What follows belongs to an exercise in optimizing a design on an open flow for small area; a production flow would make more cautious choices.
Function was checked by simulation only, so behaviour that the tests miss may differ from the original.
Power is estimated from default activity; no workload was simulated.

### flow/design.v
`timescale 1ns / 1ps
module bintochar(bin, char);
    input [4:0] bin;
	 output reg[6:0] char;
	 always @(bin)
	 begin
		case(bin) 
		5'b00000: char =7'b0000001; 
		5'b00001: char =7'b1001111; 
		5'b00010: char =7'b0010010; 
		5'b00011: char =7'b0000110; 
		5'b00100: char =7'b1001100; 
		5'b00101: char =7'b0100100; 
		5'b00110: char =7'b0100000; 
		5'b00111: char =7'b0001111; 
		5'b01000: char =7'b0000000; 
		5'b01001: char =7'b0000100; 
		5'b01010: char =7'b0001000; 
		5'b01011: char =7'b1100000; 
		5'b01100: char =7'b0110001; 
		5'b01101: char =7'b1000010; 
		5'b01110: char =7'b0110000; 
		5'b01111: char =7'b0111000; 
		5'b10000: char =7'b1110001; 
		5'b10001: char =7'b0011000; 
		5'b10010: char =7'b1101010; 
		5'b10011: char =7'b1000001; 
		5'b10100: char =7'b1111110; 
		5'b10101: char =7'b1110111; 
		5'b10110: char =7'b1111111; 
		default: char =7'b1111111; 
		endcase
	end
endmodule
`timescale 1ns / 1ps
module SSD_Driver(
   input             clk,
	input             rst,
	input             en,  
	input      [19:0] in,
	output reg [3:0]  AN_out,
	output reg [6:0]  CN_out
);
	reg  [1:0] count;
	wire [6:0] wire_disp0_out;
	wire [6:0] wire_disp1_out;
	wire [6:0] wire_disp2_out;
	wire [6:0] wire_disp3_out;
	bintochar disp0(in[4:0], wire_disp0_out);
	bintochar disp1(in[9:5], wire_disp1_out);
	bintochar disp2(in[14:10], wire_disp2_out);
	bintochar disp3(in[19:15], wire_disp3_out);
	always @ (posedge clk or posedge rst) begin
		if (rst) begin
			count <= 2'b00;
			AN_out <= 4'b1111;
			CN_out <= 7'b1111111;
		end
		else if (en) begin
		count <= count + 1;
		case (count)
			2'b00: begin
				AN_out <= 4'b1110;
				CN_out <= wire_disp0_out;
			end
			2'b01: begin
				AN_out <= 4'b1101;
				CN_out <= wire_disp1_out;
			end
			2'b10: begin
				AN_out <= 4'b1011;
				CN_out <= wire_disp2_out;
			end
			2'b11: begin
				AN_out <= 4'b0111;
				CN_out <= wire_disp3_out;
			end
		endcase
		end
	end
endmodule
`timescale 1ns / 1ps
module Clk_Divider(
input clk_in,
	input rst,
	output reg divided_clk,
	output tick  
    );
parameter toggle_value = 5'd31;
reg[4:0] cnt;
assign tick = (cnt==toggle_value) & ~divided_clk;
always@(posedge clk_in or posedge rst)
begin
	if (rst==1) begin
		cnt <= 0;
		divided_clk <= 0;
	end
	else begin
		if (cnt==toggle_value) begin
			cnt <= 0;
			divided_clk <= ~divided_clk;
		end
		else begin
			cnt <= cnt +1;
			divided_clk <= divided_clk;		
		end
	end
end
endmodule
`timescale 1ns / 1ps
module fast_clock(
input clk_in,
	input rst,
	output reg divided_clk,
	output tick  
    );
parameter toggle_value = 1'b1;
reg[0:0] cnt;
assign tick = (cnt==toggle_value) & ~divided_clk;
always@(posedge clk_in or posedge rst)
begin
	if (rst==1) begin
		cnt <= 0;
		divided_clk <= 0;
	end
	else begin
		if (cnt==toggle_value) begin
			cnt <= 0;
			divided_clk <= ~divided_clk;
		end
		else begin
			cnt <= cnt +1;
			divided_clk <= divided_clk;		
		end
	end
end
endmodule
`timescale 1ns / 1ps
module Debouncer(
	input 		clk,
	input 		rst,
	input 		en,  
	input 		noisy_in,  
	output reg 	clean_out  
);
reg noisy_in_reg;
reg clean_out_tmp1;  
reg clean_out_tmp2;  
always @(posedge clk or posedge rst)
begin
	if (rst==1'b1) begin
		noisy_in_reg <= 0;
		clean_out_tmp1 <= 0;
		clean_out_tmp2 <= 0;
		clean_out <= 0;
	end
	else if (en) begin
		noisy_in_reg <= noisy_in;
		clean_out_tmp1 <= noisy_in_reg;
		clean_out_tmp2 <= clean_out_tmp1;
		clean_out <= ~clean_out_tmp2 & clean_out_tmp1;  
	end
end
endmodule
module ASM (
	output reg [2:0]  led,
	output reg [19:0] ssd,
	input clk,
	input en,  
	input rst,
	input clr,
	input enter,
	input change,
	input [3:0] switch
); 
	reg [15:0] passwd;
	reg [15:0] in_passwd;
	reg [2:0]  current_state;
	reg [2:0]  next_state;
	reg [2:0]  counter_enter;
	reg [2:0]  backdoor_ct;
	reg [8:0]  timer;
	reg lockedflag;
	parameter idle                = 3'b000;
	parameter locked              = 3'b001;
	parameter enter_pass          = 3'b010;
	parameter unlocked            = 3'b011;
	parameter change_pass         = 3'b100;
	parameter await_in            = 3'b101;
	parameter backdoor            = 3'b110;
	parameter lockout             = 3'b111;
	parameter zero = 5'b00000; 
	parameter one = 5'b00001; 
	parameter two = 5'b00010; 
	parameter three = 5'b00011; 
	parameter four = 5'b00100; 
	parameter five = 5'b00101; 
	parameter six = 5'b00110; 
	parameter seven = 5'b00111; 
	parameter eight = 5'b01000; 
	parameter nine = 5'b01001; 
	parameter A = 5'b01010;  
	parameter B = 5'b01011;  
	parameter C = 5'b01100;  
	parameter D = 5'b01101;  
	parameter E = 5'b01110;   
	parameter F =  5'b01111;  
	parameter L = 5'b10000;  
	parameter P = 5'b10001;  
	parameter N = 5'b10010;  
	parameter V = 5'b10011;  
	parameter dash = 5'b10100;  
	parameter underscore = 5'b10101;  
	parameter blank = 5'b10110;  
always @ (posedge clk or posedge rst)
begin
	if (rst == 1)
		current_state <= idle;
	else if (en)
		current_state <= next_state;
end
always @ (*) begin
	if (current_state == idle ) begin
		if (backdoor_ct == 3'b110)
			next_state = backdoor;
		else if (enter == 1 && switch != 4'b1111)  
			next_state = await_in;  
		else
			next_state = current_state;
	end
	else if ( current_state == locked ) begin
		if (backdoor_ct == 3'b110)
			next_state = backdoor;
		if (enter == 1 && switch != 4'b1111)  
			next_state = await_in;
		else
			next_state = current_state;
	end
	else if ( current_state == await_in ) begin
		if (enter == 1) begin
			if (lockedflag == 1)
				next_state = enter_pass;  
			else
				next_state = change_pass;  
		end
		else if (rst == 1)
				next_state = idle;
		else if (timer == 9'b100101100 && !rst)
			next_state = lockout;
		else
			next_state = current_state;
	end
	else if ( current_state == enter_pass )
   begin
		if (counter_enter == 3'b100) 
		begin
			if (passwd == in_passwd) 
			begin
				if (lockedflag == 1)
					next_state = unlocked;
				else
					next_state = locked;
			end
		else 
		begin
				if (lockedflag == 1)
				begin
					next_state = locked;
				end
				else
				begin
					next_state = unlocked;
				end
			end
		 end
		else if (timer == 9'b100101100 && !rst)
		begin
			next_state = lockout;
		end
		else if (rst == 1)
		begin
			next_state = idle;
		end
		else
			next_state = current_state;
	end
	else if ( current_state == unlocked ) begin
		if (enter == 1)
			next_state = enter_pass;
		else if (change == 1)
			next_state = await_in;
		else if (timer == 9'b100101100 && !rst)
			next_state = lockout;
		else if (rst == 1)
			next_state = idle;
		else
			next_state = current_state;
	end
	else if ( current_state == change_pass )  begin
		if (counter_enter == 3'b101)
			next_state = unlocked;	
		else if (timer == 9'b100101100 && !rst)
			next_state = lockout;
		else if (rst == 1)
			next_state = idle;
		else
			next_state = current_state;
	end
	else if ( current_state == lockout ) begin
		if (timer == 9'b101101000)
			next_state = locked;
		else
			next_state = current_state;
	end
	else if ( current_state == backdoor ) begin
		if (timer == 9'b101000001)
			next_state = locked;
		else
			next_state = current_state;
	end
	else
		next_state = current_state;  
end
always @ (posedge clk or posedge rst) begin
	if (rst) begin
		in_passwd       <= 16'b0000000000000000;  
		passwd          <= 16'b0000000000000000;  
		counter_enter   <= 3'b000;
		backdoor_ct     <= 3'b000;
		timer           <= 9'b000000000;
		lockedflag      <= 1'b1;
	end
	else if (en) begin
		if ( current_state == idle ) begin
			if (switch == 4'b1111 && enter == 1)
				backdoor_ct <= backdoor_ct + 1'b1;
			else begin
				lockedflag <= 1'b1;
				timer <= 9'b000000000;
				counter_enter <= 3'b000;
				passwd <= 16'b0000000000000000;  
			end
		end
		else if ( current_state == unlocked ) begin
			counter_enter <= 3'b000;
			backdoor_ct <= 3'b000;
			timer <= timer + 1'b1;
			lockedflag <= 1'b0;
		end
		else if ( current_state == locked ) begin
			if (switch == 4'b1111 && enter == 1)
				backdoor_ct <= backdoor_ct + 1'b1;
			else begin
				lockedflag <= 1'b1;
				timer <= 9'b000000000;
				counter_enter <= 3'b000;  
			end
		end
		else if ( current_state == backdoor ) begin
			timer <= timer + 1'b1;
			passwd <= 16'b0011010001010110;
			backdoor_ct <= 0;
		end
		else if ( current_state == await_in ) begin
			if (enter == 1)
				timer <= 9'b000000000;  
			else begin
				timer <= timer + 1'b1;
				counter_enter <= 3'b000;
			end
		end
		else if ( current_state == lockout )
			timer <= timer + 1'b1;
		else if ( current_state == enter_pass ) begin
			if (enter == 1 && counter_enter == 3'b000) begin  
				timer <= 9'b000000000;
				counter_enter <= counter_enter + 1'b1;
				in_passwd[15:12] <= switch[3:0];
			end
			if (enter == 1 && counter_enter == 3'b001) begin  
				timer <= 9'b000000000;
				counter_enter <= counter_enter + 1'b1;
				in_passwd[11:8] <= switch[3:0];
			end
			if (enter == 1 && counter_enter == 3'b010) begin  
				timer <= 9'b000000000;
				counter_enter <= counter_enter + 1'b1;
				in_passwd[7:4] <= switch[3:0];
			end
			if (enter == 1 && counter_enter == 3'b011) begin  
				timer <= 9'b000000000;
				counter_enter <= counter_enter + 1'b1;
				in_passwd[3:0] <= switch[3:0];
			end
			else if (clr == 1) begin  
				counter_enter <= 3'b000;
				timer <= 9'b000000000;
				in_passwd <= 16'b0000000000000000;  
			end
			else  
				timer <= timer + 1'b1;
		end
		else if ( current_state == change_pass ) begin
			if (enter == 1 && counter_enter == 3'b000) begin  
				timer <= 9'b000000000;
				counter_enter <= counter_enter + 1'b1;
				in_passwd[15:12] <= switch[3:0];
			end
			if (enter == 1 && counter_enter == 3'b001) begin  
				timer <= 9'b000000000;
				counter_enter <= counter_enter + 1'b1;
				in_passwd[11:8] <= switch[3:0];
			end
			if (enter == 1 && counter_enter == 3'b010) begin  
				timer <= 9'b000000000;
				counter_enter <= counter_enter + 1'b1;
				in_passwd[7:4] <= switch[3:0];
			end
			if (enter == 1 && counter_enter == 3'b011) begin  
				timer <= 9'b000000000;
				counter_enter <= counter_enter + 1'b1;
				in_passwd[3:0] <= switch[3:0];
			end
			if (enter == 1 && counter_enter == 3'b100) begin  
				counter_enter <= counter_enter + 1'b1;
				passwd[15:0] <= in_passwd;
			end
			else if (clr == 1) begin  
				counter_enter <= 3'b000;
				timer <= 9'b000000000;
				in_passwd <= 16'b0000000000000000;  
			end
			else  
				timer <= timer + 1'b1;
		end
	end  
end  
always @ (posedge clk or posedge rst) begin
	if (rst) begin
		ssd <= {C, L, five, D};
		led <= 3'b000;
	end
	else if (!en) begin
	end
	else if (current_state == idle) begin
		ssd <= {C, L, five, D};	 
	end
	else if (current_state == locked)  begin
		ssd <= {C, L, five, D};	 
	end
	else if (current_state == unlocked) begin
		ssd <= {zero, P, E, N};  
		led[2:0] <= unlocked;
	end
	else if (current_state == await_in) begin
		ssd <= {underscore, underscore, underscore, underscore};
		led[2:0] <= await_in;
	end
	else if (current_state == enter_pass && counter_enter == 3'b000) begin
		ssd <= { 1'b0, switch, underscore, underscore, underscore};
		led[2:0] <= enter_pass;
	end 
	else if (current_state == enter_pass && counter_enter == 3'b001) begin
		ssd <= { dash, 1'b0, switch, underscore, underscore};
		led[2:0] <= enter_pass;
	end 
	else if (current_state == enter_pass && counter_enter == 3'b010) begin
		ssd <= {dash, dash, 1'b0, switch, underscore};
		led[2:0] <= enter_pass;
	end 
	else if (current_state == enter_pass && counter_enter == 3'b011) begin
		ssd <= {dash, dash, dash, 1'b0, switch};
		led[2:0] <= enter_pass;
	end 
	else if (current_state == change_pass && counter_enter == 3'b000) begin
		ssd <= { 1'b0, switch, underscore, underscore, underscore};
		led[2:0] <= change_pass;
	end 
	else if (current_state == change_pass && counter_enter == 3'b001) begin
		ssd <= {1'b0, in_passwd[15:12], switch, underscore, underscore};
		led[2:0] <= change_pass;
	end 
	else if (current_state == change_pass && counter_enter == 3'b010) begin
		ssd <= {1'b0, in_passwd[15:12], 1'b0, in_passwd[11:8], 1'b0, switch, underscore};
		led[2:0] <= change_pass;
	end 
	else if (current_state == change_pass && counter_enter == 3'b011) begin
		ssd <= { 1'b0, in_passwd[15:12], 1'b0, in_passwd[11:8], 1'b0, in_passwd[7:4], 1'b0, switch};
		led[2:0] <= change_pass;
	end
	else if (current_state == backdoor) begin
		if (timer == 9'b000000000) begin
			led[2:0] <= backdoor;
			ssd <= {blank, blank, blank, blank};
		end
		else if (timer == 9'b000010100) begin
			led[2:0] <= backdoor;
			ssd <= {blank, blank, blank, one};
		end
		else if (timer == 9'b000101000)
		begin
			led[2:0] <= backdoor;
			ssd <= {blank, blank, one, blank};
		end
		else if (timer == 9'b000111100)
		begin
			led[2:0] <= backdoor;
			ssd <= {blank, one, blank, L};
		end
		else if (timer == 9'b001010000)
		begin
			led[2:0] <= backdoor;
			ssd <= {one, blank, L, zero};
		end
		else if (timer == 9'b001100100)
		begin
			led[2:0] <= backdoor;
			ssd <= {blank, L, zero, V};
		end
		else if (timer == 9'b001111000)
		begin
			led[2:0] <= backdoor;
			ssd <= {L, zero, V, E};
		end
		else if (timer == 9'b010001100)
		begin
			led[2:0] <= backdoor;
			ssd <= {zero, V, E, blank};
		end
		else if (timer == 9'b010100000)
		begin
			led[2:0] <= backdoor;
			ssd <= {V,E,blank,E};
		end
		else if (timer == 9'b010110100)
		begin
			led[2:0] <= backdoor;
			ssd <= {E,blank,E,C};
		end
		else if (timer == 9'b011001000)
		begin
			led[2:0] <= backdoor;
			ssd <= {blank,E,C,three};
		end
		else if (timer == 9'b011011100)
		begin
			led[2:0] <= backdoor;
			ssd <= {E,C,three,one};
		end
		else if (timer == 9'b011110000)
		begin
			led[2:0] <= backdoor;
			ssd <= {C,three,one,one};
		end
		else if (timer == 9'b100000100)
		begin
			led[2:0] <= backdoor;
			ssd <= {three,one,one,blank};
		end
		else if (timer == 9'b100011000)
		begin
			led[2:0] <= backdoor;
			ssd <= {one,one,blank,blank};
		end
		else if (timer == 9'b100101100)
		begin
			led[2:0] <= backdoor;
			ssd <= {one,blank,blank,blank};
		end
		else if (timer == 9'b101000000)
		begin
			led[2:0] <= backdoor;
			ssd <= {blank,blank,blank,blank};
		end
		end
		else if(current_state == lockout)
		begin
		if (timer == 9'b100101110 || timer == 9'b101000000 || timer == 9'b101010100)
		begin
			led[2:0] <= lockout;
			ssd <= {blank,zero,V,seven};
		end
		else if(timer == 9'b100110110 || timer == 9'b101001010 || timer == 9'b101011110)
		begin
			led[2:0] <= lockout;
			ssd <= {blank,blank,blank,blank};
		end
	end
end
endmodule
`timescale 1ns / 1ps
module main(
	output [2:0] led,
	output [3:0] AN_out,
	output [6:0] CN_out,
	input clk, rst, clear, enter, change,
	input [3:0] switch
);
	wire [19:0] wire_ssd;
	wire deb_clear, deb_enter, deb_change, fast_as_fuk_boi, slow_clk;
	wire slow_tick, fast_tick;
	Clk_Divider slow_clk_driver(clk, rst, slow_clk, slow_tick);
	fast_clock fast_clk_driver(clk, rst, fast_as_fuk_boi, fast_tick);
	SSD_Driver ssd_driver(clk, rst, fast_tick, wire_ssd, AN_out, CN_out);
	Debouncer debounce_clr(clk, rst, slow_tick, clear, deb_clear);
	Debouncer debounce_ent(clk, rst, slow_tick, enter, deb_enter);
	Debouncer debounce_cng(clk, rst, slow_tick, change, deb_change);
	ASM asm(led, wire_ssd, clk, slow_tick, rst, deb_clear, deb_enter, deb_change, switch);
endmodule
### flow/run.sh
#!/bin/bash
# synth_recipe.tcl (not shown) runs the flow's synth.tcl, then flattens the netlist and writes it again
# the make line also repeats each setting of config.mk as NAME=value (left out here)
make -C /OpenROAD-flow-scripts/flow DESIGN_CONFIG=/design/flow/config.mk WORK_HOME=/design/flow/orfs CLKGATE_MAP_FILE= SYNTH_SCRIPT=/design/flow/synth_recipe.tcl finish
### flow/config.mk
export PLATFORM = sky130hd
export DESIGN_NAME = main
export DESIGN_NICKNAME = main
export VERILOG_FILES = /design/flow/design.v
export SDC_FILE = /design/flow/constraint.sdc
export NUM_CORES = 4
export LEC_CHECK = 0
export CAP_MARGIN = 20
export CORE_MARGIN = 2
export CORE_UTILIZATION = 40
export PLACE_DENSITY = 0.6
export SLEW_MARGIN = 20
### flow/constraint.sdc
create_clock -name core_clock -period 6.0 [get_ports {clk}]
set_input_delay 1.2000 -clock core_clock [delete_from_list [all_inputs] [get_ports {clk}]]
set_output_delay 1.2000 -clock core_clock [all_outputs]
set_load 0.01 [all_outputs]
==> key figures <==
Worst setup path
  • Worst Setup SP: switch[2]
  • End of the critical path: asm.passwd[12]$_DFFE_PP0P_
  • Critical path endpoint category: flop
  • Data required, critical path: roughly 6.2 ns
  • CP max FO: 32
  • Worst R2R Path Depth: 7
  • Worst flop-to-flop path startpoint: asm.current_state[1]$_DFFE_PP0P_
  • R2r endpoint: asm.in_passwd[10]$_DFFE_PP0P_
  • WS Path Type: in -> reg
  • Startpoint class of the critical path: primary input
  • WP data arrival: 4.02 ns
  • R2r setup slk: 2.33 ns

STA
  • Setup TNS: 0 ns
  • Tcrit/Tclk final: 63.8%
  • Final setup fails: 0
  • Worst Tran Pin Value: 0.966 ns
  • RSZ-0062 raised after global routing: no
  • Min Tclk post-route: 3.83 ns
  • Setup Skew: about 0.013 ns
  • Final hold vios: 0
  • Max Slew Vio Count: 0
  • Fmax: 0.261 GHz
  • Slew HR: between 30 and 40%
  • Final Worst Setup Slack: 2.17 ns

Synth
  • Sequential element share of the synthesized area: 31.8%
  • Synthesized area per cell: 7.96 um2
  • Synthesis-stage register bit count: 107
  • Unique cell type count in the Yosys netlist: between 90 and 100
  • Most common flop cell mapped by yosys: dfrtp_1
  • Syn Std Cell Area: around 8500 um2
  • Post-Syn Nets: 1120
  • Async S/R FF share, synth: 100%
  • Cells after Synth: 1068
  • Synth warnings: 6
  • Number of flops mapped to enable cells by yosys: 0

CTS
  • Clk slew on worst S/H paths: 0.07 ns
  • Total clock sinks: 107
  • CTS root buffer: clkbuf_16
  • Clk buf depth: 2
  • # resized after CTS: 0
  • CTS tree: done
  • Worst-Skew Late Latency: between 0.3 and 0.4 ns
  • TritonCTS buffer count: 9
  • CTS H-Tree Depth: 3
  • Setup Fix Bufs, Post-CTS: 0
  • Hold_buf cts: 0

Floorplan
  • Site row count: 53
  • # IOs: 23
  • Core ar.: 21000 um2
  • Die Y: 150 um
  • Die width: ~150 um
  • Initial Util: between 40% and 50%
  • Die Area: 22400 um2

Cells and area
  • Final nets: 1082
  • Largest register FFs: 20
  • Largest regs: asm.ssd: 20 flops, asm.in_passwd: 16 flops, asm.passwd: 16 flops
  • # fillers: 2131
  • Layout area overhead: 6.71%
  • Layout cell share with drive strength beyond 1: around 8.1%
  • Diode count: 0
  • Commonest non-fill, non-tap cell in the layout: nand2_1
  • Most frequent cells in the layout: nand2_1 (169), o21ai_0 (109), nor2_1 (87), dfrtp_1 (87), a21oi_1 (72)
  • Most flops, register: asm.ssd

Drt
  • Total wire length: roughly 24 mm
  • DRT antenna net count: 0
  • DRC errors left: 0
  • Via density: 5.98
  • Initial DRC count: 643
  • Wire per inst: 18.2 um
  • 1st-pass router iterations: 6
  • Via count: around 8000

Outcome
  • Status: no timing/DRC/antenna violations

Place
  • Pre-CTS setup slack: 1.80 ns
  • Final GP Congestion: roughly 0.93
  • Port-buffer cells: 22
  • Detailed placer's ending HPWL: between 15 and 20 mm

Global routing
  • First-pass GRT wire length: 38.5 mm
  • Vias in the first global route: 7183
  • GRT Util Overall: 21.5%
  • Largest net degree at the start of global routing: 59
  • Initial antenna violation count: 0
  • GRT overflow: 0

Power
  • P_leak: 3.61 nW
  • PD cells: ~180 nW/um2
  • Worst VDD drop: between 100 and 150 uV

Hold path
  • Hold WC Path Type: reg -> reg

Run
  • Max-cap viol count: 0
[report_power, final]
part	leakage [nW]	internal (W)	total [W]	switching (W)
Clock	0.144	0.000327	0.000606	0.000279
Sequential	1.24	0.000745	0.000783	0.0000377
Combinational	2.22	0.000102	0.000269	0.000167
Total	3.61	0.00117	0.00166	0.000483
[cell type report]
cell class | count | area (um2) | area share (%)
clock buffer | 11 | 233 | 2.57
inverter | 34 | 130 | 1.43
clock inverter | 5 | 61.3 | 0.676
timing repair buffer | 27 | 258 | 2.84
multi-input combinational | 851 | 5340 | 58.9
sequential | 107 | 2700 | 29.8
tap | 275 | 344 | 3.79
[critical path: stages]
cell	delay, ns
clkdlybuf4s50_1	0.85
nand4_1	0.39
nor2_1	0.43
o21ai_0	0.20
nand3_1	0.69
o21ai_0	0.24
[routing by layer]
layer	track usage, %	wire length [um]
met1	30.2	10600
met4	7.50	773
met3	2.68	1370
met2	34.4	11000
met5	0	0
[cell families after synthesis]
logic type                 count (synthesis)  share of synthesized area [%]
adders and majority gates                 43                           6.33
buffers and inverters                    110                           5.36
AOI/OAI and AO/OA                        354                           27.5
and+or+nand+nor                          406                           23.3
DFF                                      107                           31.8
muxes                                     24                           3.24
xor gates and xnor gates                  24                           2.47
[cell usage after synthesis (all sizes together) (6+ instances only)]
master  count  area [um2]
a211oi      9        67.6
a21o        9        67.6
a21oi      79         422
a221oi      7        73.8
a22oi      10        80.1
a31oi      21         131
buf        25         136
clkbuf     51         191
dfrtp      87        2180
dfstp      20         526
ha         43         538
inv        33         124
mux2        8        90.1
mux2i      14         140
nand2     170         641
nand2b     18         113
nand3      23         128
nand3b      9        67.6
nand4      11        68.8
nor2       89         344
nor2b      19         119
nor3       13        70.1
o211ai     10        75.1
o21ai     118         594
o221ai      7        61.3
o22ai      17         106
o31ai      14         125
or2         6        37.5
or3         8        50.1
xnor2      20         175
[per-stage QoR]
step | utilization [%] | cells | hold WS [ns] | power (W) | area, um2
final | 43.3 | 1310 | 0.459 | 0.00166 | 9070
after global routing | 43.3 | 1310 | 0.484 | 0.00173 | 9070
after CTS | 43.3 | 1310 | 0.463 | 0.00167 | 9070
after detailed placement | 41.9 | 1294 | 0.453 | 0.00106 | 8780
after global placement | 41.9 | 1294 | 0.445 | 0.00106 | 8780
after floorplan | - | 1068 | 0.433 | 0.000983 | 8500
[how the worst min path moves through the flow]
stage / startpoint / endpoint / slack (ns) / depth (start not counted)
6_report: slow_clk_driver.cnt[0]$_DFF_PP0_ / slow_clk_driver.cnt[0]$_DFF_PP0_ / 0.46 / 1
5_1_grt: slow_clk_driver.cnt[0]$_DFF_PP0_ / slow_clk_driver.cnt[0]$_DFF_PP0_ / 0.48 / 1
4_1_cts: slow_clk_driver.cnt[0]$_DFF_PP0_ / slow_clk_driver.cnt[0]$_DFF_PP0_ / 0.46 / 1
3_5_place_dp: debounce_cng.clean_out_tmp2$_DFFE_PP0P_ / debounce_cng.clean_out_tmp2$_DFFE_PP0P_ / 0.45 / 2
3_3_place_gp: slow_clk_driver.cnt[0]$_DFF_PP0_ / slow_clk_driver.cnt[0]$_DFF_PP0_ / 0.45 / 1
2_1_floorplan: slow_clk_driver.cnt[0]$_DFF_PP0_ / slow_clk_driver.cnt[0]$_DFF_PP0_ / 0.43 / 1

## static timing again, ports no longer ideal
The results above use ideal ports. As a check the final layout listed here was re-extracted and re-timed, cells and wires unchanged. Step 1 sets driving cells, clkbuf_16 on the clock port and buf_2 on the other inputs (assumed; they add their load-dependent delay and slew). Step 2 moves the port delays by t, midway between the first and last clock arrival at a register: inputs arrive t later, outputs are due t later. That takes back most of the time a late clock gives input paths. Three values: no drivers, after step 1, after step 2; two values: the first two.
t (ns): 0.408
setup slack, ns: 2.175 / 2.192 / 1.783
worst register clock-pin slew, ns: 0.08 / 0.08
After both steps setup and hold are still met in this run. For this run, drivers alone change the setup slack by +0.017 ns; drivers and shift together by -0.392 ns.
